Context: an optimization exercise on an open-source flow, tuned for small area. The choices shown serve that exercise and are no tape-out recipe.

Setup of oak:
Design two_stage_combined_functional_unit, start of the top module:
module two_stage_combined_functional_unit
    (input logic clock,  
     input logic reset,  
     input logic enable,  
     input logic [5:0] op,  
     input logic [31:0] operand_0,
     input logic [31:0] operand_1,
     input logic [31:0] operand_2,
     output logic [31:0] result);
Size in the first run: roughly 3,500 cells after synthesis, roughly 140 I/O pins, about 30,000 sq um of cells after synthesis.
==> flow/config.mk <==
export PLATFORM = sky130hd
export DESIGN_NAME = two_stage_combined_functional_unit
export DESIGN_NICKNAME = two_stage_combined_functional_unit
export VERILOG_FILES = /design/flow/design.v
export SDC_FILE = /design/flow/constraint.sdc
export NUM_CORES = 4
export LEC_CHECK = 0
export ABC_AREA = 1
export CAP_MARGIN = 20
export CORE_MARGIN = 2
export CORE_UTILIZATION = 50
export PLACE_DENSITY = 0.6
export SLEW_MARGIN = 20
export SYNTH_HIERARCHICAL = 1
export SYNTH_MINIMUM_KEEP_SIZE = 0
==> flow/constraint.sdc <==
create_clock -name core_clock -period 13.0 [get_ports {clock}]
set_input_delay 2.6000 -clock core_clock [delete_from_list [all_inputs] [get_ports {clock}]]
set_output_delay 2.6000 -clock core_clock [all_outputs]
set_load 0.01 [all_outputs]
standard.sh (not shown) runs the stock make flow with config.mk's settings and CLKGATE_MAP_FILE= SYNTH_SCRIPT=/design/flow/synth_recipe.tcl, a recipe that flattens the netlist after the stock synthesis.
==> flow/flow/run.sh <==
#!/bin/bash
# Standard ORFS layout (the standard.sh), with one change in synthesis: the
# modules named in flow/area_modules.txt (Booth selector cell, final adder, ...) are
# technology-mapped by ABC with an area-oriented script (strash; dch; map -a) before
# the standard ABC call maps the rest. Each step's output goes to its own log file.
set -euo pipefail
W=$(pwd)
rm -rf "$W/myscripts"
cp -r "$FLOW_HOME/scripts" "$W/myscripts"
printf 'strash\ndch\nmap -a\n' > "$W/myscripts/abc_map_a.script"
python3 - "$W/myscripts/synth.tcl" > "$W/patch.log" 2>&1 <<'PY'
import sys
p = sys.argv[1]
s = open(p).read()
old = "  log_cmd abc {*}$abc_args\n"
assert s.count(old) == 1
new = """  if { [info exists ::env(AREA_MAP_MODULES)] } {
    set area_args [lreplace $abc_args 1 1 $::env(SCRIPTS_DIR)/abc_map_a.script]
    foreach m $::env(AREA_MAP_MODULES) {
      log_cmd abc {*}$area_args $m
    }
  }
  log_cmd abc {*}$abc_args
"""
open(p, "w").write(s.replace(old, new))
print("patched", p)
PY
export AREA_MAP_MODULES="$(cat "$W/flow/area_modules.txt")"
bash standard.sh SCRIPTS_DIR="$W/myscripts" synth > "$W/synth.log" 2>&1
bash standard.sh finish > "$W/layout.log" 2>&1
==> flow/flow/area_modules.txt <==
tia_bsel tia_cpa
oak finished all stages; the layout is clean.
Input changes introduced in birch (baseline for comparison: oak):
diff --git a/flow/flow/run.sh b/flow/flow/run.sh
--- a/flow/flow/run.sh
+++ b/flow/flow/run.sh
@@ -30 +30 @@
-bash standard.sh finish > "$W/layout.log" 2>&1
+bash standard.sh "BUFFER_PORTS_ARGS=-buffer_cell sky130_fd_sc_hd__buf_1" finish > "$W/layout.log" 2>&1
==> flow/flow/area_modules.txt <==
tia_bsel tia_cpa two_stage_combined_functional_unit
diff --git a/flow/config.mk b/flow/config.mk
--- a/flow/config.mk
+++ b/flow/config.mk
@@ -9 +9 @@
-export CAP_MARGIN = 20
+export CAP_MARGIN = 5
@@ -11,3 +11,3 @@
-export CORE_UTILIZATION = 50
-export PLACE_DENSITY = 0.6
-export SLEW_MARGIN = 20
+export CORE_UTILIZATION = 65
+export PLACE_DENSITY = 0.75
+export SLEW_MARGIN = 5
Results
birch reached the end of the flow, and the finished layout is clean on the timing, design-rule and antenna checks.
Summary of birch over oak: final cell count lower, ratio of final minimum period to clock period down 1.4 points.
Compared with oak, birch shows a lower number of instances in the synthesized netlist.
No functional check of the RTL was part of any run of this note.

---

## rev 12
Starting RTL as in the previous note.
export LEC_CHECK = 0
export ABC_AREA = 1
export CAP_MARGIN = 5
export CORE_MARGIN = 2
export CORE_UTILIZATION = 50
export PLACE_DENSITY = 0.6
export SLEW_MARGIN = 5
export SYNTH_HIERARCHICAL = 1
export SYNTH_MINIMUM_KEEP_SIZE = 0
create_clock -name core_clock -period 13.0 [get_ports {clock}]
==> flow/flow/run.sh <==
#!/bin/bash
# Standard ORFS layout (the standard.sh), with one change in synthesis: the
# modules named in flow/area_modules.txt (Booth selector cell, final adder, ...) are
# technology-mapped by ABC with an area-oriented script (strash; dch; map -a) before
# the standard ABC call maps the rest. Each step's output goes to its own log file.
set -euo pipefail
W=$(pwd)
rm -rf "$W/myscripts"
cp -r "$FLOW_HOME/scripts" "$W/myscripts"
printf 'strash\ndch\nmap -a\n' > "$W/myscripts/abc_map_a.script"
python3 - "$W/myscripts/synth.tcl" > "$W/patch.log" 2>&1 <<'PY'
import sys
p = sys.argv[1]
s = open(p).read()
old = "  log_cmd abc {*}$abc_args\n"
assert s.count(old) == 1
new = """  if { [info exists ::env(AREA_MAP_MODULES)] } {
    set area_args [lreplace $abc_args 1 1 $::env(SCRIPTS_DIR)/abc_map_a.script]
    foreach m $::env(AREA_MAP_MODULES) {
      log_cmd abc {*}$area_args $m
    }
  }
  log_cmd abc {*}$abc_args
"""
open(p, "w").write(s.replace(old, new))
print("patched", p)
PY
export AREA_MAP_MODULES="$(cat "$W/flow/area_modules.txt")"
bash standard.sh SCRIPTS_DIR="$W/myscripts" synth > "$W/synth.log" 2>&1
bash standard.sh "BUFFER_PORTS_ARGS=-buffer_cell sky130_fd_sc_hd__buf_1" finish > "$W/layout.log" 2>&1
==> flow/flow/area_modules.txt <==
tia_bsel tia_cpa two_stage_combined_functional_unit
For rev 13, these inputs were changed with respect to rev 12:
# rev 12
export LEC_CHECK = 0
export ABC_AREA = 1
export CAP_MARGIN = 5
export CORE_MARGIN = 2
export CORE_UTILIZATION = 50
export PLACE_DENSITY = 0.6
export SLEW_MARGIN = 5
export SYNTH_HIERARCHICAL = 1
export SYNTH_MINIMUM_KEEP_SIZE = 0
create_clock -name core_clock -period 13.0 [get_ports {clock}]
# rev 13
export LEC_CHECK = 0
export ABC_AREA = 1
export CAP_MARGIN = 20
export CORE_MARGIN = 2
export CORE_UTILIZATION = 50
export PLACE_DENSITY = 0.6
export SLEW_MARGIN = 20
export SYNTH_HIERARCHICAL = 1
export SYNTH_MINIMUM_KEEP_SIZE = 0
create_clock -name core_clock -period 13.0 [get_ports {clock}]
-- flow/flow/run.sh --
<<< rev 12, line 30
bash standard.sh "BUFFER_PORTS_ARGS=-buffer_cell sky130_fd_sc_hd__buf_1" finish > "$W/layout.log" 2>&1
>>> rev 13, line 30
bash standard.sh finish > "$W/layout.log" 2>&1
[summary]
- Measured against each other, rev 12 and rev 13 differ in final worst slack, the lower figure coming from rev 13.
- Against rev 12, rev 13 comes in 0.47 ns higher on final critical path time including I/O delays and setup.
- NOTE: critical path depth in rev 13 falls short of that of rev 12
Function was not checked in any run of this note: the RTL went through the layout flow alone.

## static timing again, ports no longer ideal
Ports are ideal in the flow. The routed layouts listed here were re-timed in OpenROAD. Step 1, drivers: a clkbuf_16 drives clock and a buf_2 each remaining input, both assumed. Step 2 moves the port delays by t, midway between the first and last clock arrival at a register: inputs arrive t later, outputs are due t later. That takes back most of the time a late clock gives input paths. Three values: ideal ports, drivers, drivers and shift; two values: the first two.
| run | shift t [ns] | slack for setup (ns) | worst setup path at the end | worst slew at a driven data input, ns |
|---|---|---|---|---|
| oak | 0.312 | 0.549 / 0.559 / 0.247 | input to register | 0.09 |
| birch | 0.346 | 0.732 / 0.759 / 0.413 | input to register | 0.05 |
| rev 12 | 0.353 | 0.857 / 0.887 / 0.534 | input to register | 0.04 |
| rev 13 | 0.356 | 0.390 / 0.411 / 0.055 | input to register | 0.05 |
After both steps setup and hold are still met in every run listed. The setup slack of rev 13, which loses most, moves by +0.021 ns with the drivers and by -0.335 ns with both steps.
